Context: an optimization exercise on an open-source flow, tuned for small area, a short achievable clock period and few clock cycles. The choices shown serve that exercise and are no tape-out recipe. Power and IR drop assume default switching activity.

Setup of lane 5:
==> flow/design.v (excerpt) <==
module cpu_hazard(input wire clk,
           input wire rst,
           input wire enable,
           input wire start,
           output wire d_we,
           output wire [7:0] i_addr,
           output wire [7:0] d_addr,
           input  wire [15:0] i_datain,
           input  wire [15:0] d_datain,
           output wire [15:0] d_dataout,
           output wire busy
    );
    function automatic [7:0] add8(input [7:0] x, input [7:0] y);
      reg [7:0] p, g, t, gg, tt;
      integer d, i;
      begin
        p = x ^ y;
        g = x & y;
        t = x | y;
        gg = g;
        tt = t;
        for (d = 1; d < 8; d = d * 2)
          for (i = 7; i >= d; i = i - 1)
          begin
            if (d == 1 && i == 1)
              gg[1] = g[1] | ((t[1] & x[0]) & y[0]);
            else
              gg[i] = gg[i] | (tt[i] & gg[i - d]);
            tt[i] = tt[i] & tt[i - d];
          end
        add8 = p ^ {gg[6:0], 1'b0};
      end
    endfunction
    function automatic [7:0] inc8(input [7:0] x);
      integer i;
      begin
        for (i = 0; i < 8; i = i + 1)
          inc8[i] = x[i] ^ ((i == 0) ? 1'b1 : &(x | ~((8'd1 << i) - 8'd1)));
      end
    endfunction
    function automatic [15:0] rev16(input [15:0] x);
      integer i;
      for (i = 0; i < 16; i = i + 1) rev16[i] = x[15 - i];
    endfunction
    reg state;
    reg [7:0] pc;
    reg [15:0] gr [0:7];       
    reg [7:0]  vld;            
    reg zf, nf, cf;
    reg [15:0] ex_a;           
    reg [15:0] ex_b;           
    reg [3:0]  ex_sh;          
    reg [2:0]  ex_rd;          
    reg        ex_wr;          
    reg        ex_load;
  ...
Size: roughly 200 flip-flops.
clock: 6.0 ns
lec_check: 0
cap_margin: 20
core_margin: 2
core_utilization: 40
setup_slack_margin: 2.5
slew_margin: 20
standard.sh (not shown) runs the stock make flow with config.mk's settings and CLKGATE_MAP_FILE= SYNTH_SCRIPT=/design/flow/synth_recipe.tcl, a recipe that flattens the netlist after the stock synthesis.
==> flow/flow/run.sh <==
#!/bin/bash
# Layout flow: the standard ORFS flow (standard synthesis, floorplan, power grid,
# placement, CTS, routing) with two changes to how the resizer works:
#  - ports are buffered with a plain buffer (buf_4) instead of the delay cell the
#    platform picks by default;
#  - the resizer may change a cell to any equivalent cell, not only one with the
#    same footprint (MATCH_CELL_FOOTPRINT=0).
# ORFS writes each step's full log under orfs/logs; make's own output goes to flow.log.
set -euo pipefail
bash standard.sh MATCH_CELL_FOOTPRINT=0 "BUFFER_PORTS_ARGS=-buffer_cell sky130_fd_sc_hd__buf_4" finish > flow.log 2>&1
Lane 5 | stages: all done | timing, DRC, antenna: all pass
Here is what was changed in the inputs of lane 3 compared with lane 5.
-- flow/design.v --
<<< lane 5, line 149
                 || (op_arith && op != 5'b01100);
    wire a_is_rd  = op_imm || op_ldih;
    wire [7:0] s_rd = (8'd1 << rd) & vld;
    wire [7:0] s_r1 = (8'd1 << r1) & vld;
    wire [7:0] s_r2 = (8'd1 << r2) & vld;
    reg [15:0] g_rd, g_r1, g_r2;
    integer m;
    always @(*)
    begin
      g_rd = 16'b0;
      g_r1 = 16'b0;
      g_r2 = 16'b0;
      for (m = 0; m < 8; m = m + 1)
      begin
        g_rd = g_rd | (gr[m] & {16{s_rd[m]}});
        g_r1 = g_r1 | (gr[m] & {16{s_r1[m]}});
        g_r2 = g_r2 | (gr[m] & {16{s_r2[m]}});
      end
    end
    wire f_rd = ex_wr && (ex_rd == rd);
    wire f_r1 = ex_wr && (ex_rd == r1);
>>> lane 3, line 149
                 || (op_arith && op != 5'b01100);
    wire a_is_rd  = op_imm || op_ldih;
    wire [15:0] g_rd = gr[rd] & {16{vld[rd]}};
    wire [15:0] g_r1 = gr[r1] & {16{vld[r1]}};
    wire [15:0] g_r2 = gr[r2] & {16{vld[r2]}};
    wire f_rd = ex_wr && (ex_rd == rd);
    wire f_r1 = ex_wr && (ex_rd == r1);
==> run summary <==
Fmax: lane 3 vs lane 5 down 0.0012 GHz
Per the comparison of lane 3 with lane 5, die outline width has increased, adder-cell share of the synthesized area has decreased.
Per the comparison of lane 3 with lane 5, total count of max-transition violations in the final report did not really move; met3 routing resource usage after global routing went down.
Compared with lane 5, lane 3 shows layout cell share with drive strength beyond 1 higher by 6.6 points.
Lane 3 vs. lane 5: fraction of area in registers went down by 1.4 points, hold slack went down by 0.029 ns.
No functional check of the RTL was part of any run of this note.

v6:
cpu_hazard, a different RTL version from the one above (not shown whole).
Size in the first run: roughly 1300 cells after synthesis, ~200 flip-flops, ~14000 um^2 of cells after synthesis.
make LEC_CHECK=0 CAP_MARGIN=20 CORE_MARGIN=2 CORE_UTILIZATION=40 SETUP_SLACK_MARGIN=2.5 SLEW_MARGIN=20 finish   # period 6.0 ns
run.sh (not shown) runs the stock make flow with config.mk's settings and CLKGATE_MAP_FILE= SYNTH_SCRIPT=/design/flow/synth_recipe.tcl, a recipe that flattens the netlist after the stock synthesis.
Stock flow here: none of the scripts above is used.
Input-level comparison between v7 and v6:
--- a/flow/design.v
+++ b/flow/design.v
@@ -43,22 +43,23 @@
       integer i;
       for (i = 0; i < 16; i = i + 1) rev16[i] = x[15 - i];
     endfunction
     reg state;
     reg [7:0] pc;
     reg [15:0] gr [0:7];       
     reg [7:0]  vld;            
     reg zf, nf, cf;
     reg [15:0] ex_a;           
     reg [15:0] ex_b;           
     reg [3:0]  ex_sh;          
+    reg [7:0]  ex_addr;        
     reg [2:0]  ex_rd;          
     reg        ex_wr;          
     reg        ex_load;
     reg        ex_store;
     reg        ex_flags;       
     reg        ex_sub;         
     reg        ex_cin;         
     reg        ex_sra;         
     reg        ex_s_add, ex_s_and, ex_s_or, ex_s_xor, ex_s_shr, ex_s_shl;
     assign i_addr = pc;
     assign busy = state;
@@ -81,23 +82,23 @@
         end
     end
     wire [16:0] carry = {kg | (kt & {16{cin}}), cin};
     wire [15:0] sum = ap ^ carry[15:0];
     wire alu_cf = ex_sub ? ~carry[16] : carry[16];
     wire alu_zf = (ap == {ao[14:0], cin});
     wire alu_nf = sum[15];
     wire [31:0] shr = {{16{ex_sra & ex_a[15]}}, ex_a} >> ex_sh;
     wire [15:0] wd = ({16{ex_s_add}} & sum) | ({16{ex_s_and}} & ag) | ({16{ex_s_or}} & ao)
                    | ({16{ex_s_xor}} & ap) | ({16{ex_s_shr}} & shr[15:0])
                    | ({16{ex_s_shl}} & rev16(shr[15:0])) | ({16{ex_load}} & d_datain);
-    assign d_addr = add8(ex_a[7:0], {4'b0, ex_sh});
+    assign d_addr = ex_addr;
     assign d_dataout = ex_b;
     assign d_we = ex_store;
     wire zf_n = ex_flags ? alu_zf : zf;
     wire nf_n = ex_flags ? alu_nf : nf;
     wire cf_n = ex_flags ? alu_cf : cf;
     always @(posedge clk or negedge rst)
     begin
       if (!rst)
       begin
         zf <= 1'b0;
         nf <= 1'b0;
@@ -195,15 +196,16 @@
       ex_rd <= rd;
       ex_sub <= op_sub;
       ex_cin <= op_sub ? ~(op_subc & cf_n) : (op_addc & cf_n);
       ex_sra <= op_sra;
       ex_s_add <= op_arith;
       ex_s_and <= op_and;
       ex_s_or <= op_or;
       ex_s_xor <= op_xor;
       ex_s_shr <= op_srl || op_sra;
       ex_s_shl <= op_shl;
       ex_sh <= imm4;
+      ex_addr <= add8(v_r1[7:0], {4'b0, imm4});
       ex_a <= a_is_rd ? v_rd : op_shl ? rev16(v_r1) : v_r1;
       ex_b <= {16{op_sub}} ^ (op_ldih ? {imm8, 8'b0} : op_imm ? {8'b0, imm8} : op_store ? v_rd : v_r2);
     end
 endmodule
==> comparison <==
- Across both runs, count of cell types in the netlist was higher for v7 than for v6.
- The core of v7 is more densely filled than that of v6.
- Sort v7 and v6 by clock insertion delay at the later pin of the skew report, descending, and v7 comes first.
- ~same first-iteration DRC count in v7 and v6
- Sequential cell fraction of total power: v7 < v6
- Looking at non-clock inverter count in the final layout across v7 and v6, the one that comes out lower is v6.
- v7 vs. v6: proportion of power drawn by combinational gates went down by 3.2 points.
- Summary of v7 over v6: area overhead of the layout relative to synthesis has increased; number of flip-flops and latches in the synthesized netlist saw an increase; number of multi-input combinational cells decreased 59; post-synthesis instance area closely matched the old numbers; global-route usage now sits lower.
Function was not checked in any run of this note: the RTL went through the layout flow alone.

==> re-timing with driven ports <==
Ports are ideal in the flow. The routed layouts listed here were re-timed in OpenROAD. Step 1, drivers: a clkbuf_16 drives clk and a buf_2 each remaining input, both assumed. Step 2 adds t to the input delays and takes it off the output delays; t is the mean of the earliest and latest rising clock arrival at the registers after step 1. Input paths then give back, and output paths get back, about the clock's delay inside the block. a / b / c = no drivers / after step 1 / after step 2; a / b = the first two.
run | shift t [ns] | setup slack, ns | hold WS [ns] | worst register clock-pin slew, ns | worst slew at a driven data input, ns
lane 5 | 0.500 | 2.497 / 2.448 / 2.061 | 0.556 / 0.556 / 0.556 | 0.09 / 0.09 | 0.06
lane 3 | 0.493 | 2.482 / 2.422 / 1.929 | 0.526 / 0.526 / 0.526 | 0.08 / 0.08 | 0.20
v6 | 0.499 | 2.591 / 2.562 / 2.070 | 0.515 / 0.515 / 0.515 | 0.09 / 0.09 | 0.08
v7 | 0.586 | 2.440 / 2.440 / 2.041 | 0.467 / 0.467 / 0.467 | 0.06 / 0.06 | 0.05
After both steps every run listed still meets setup and hold. For lane 3, which loses most, drivers alone change the setup slack by -0.060 ns; drivers and shift together by -0.553 ns.
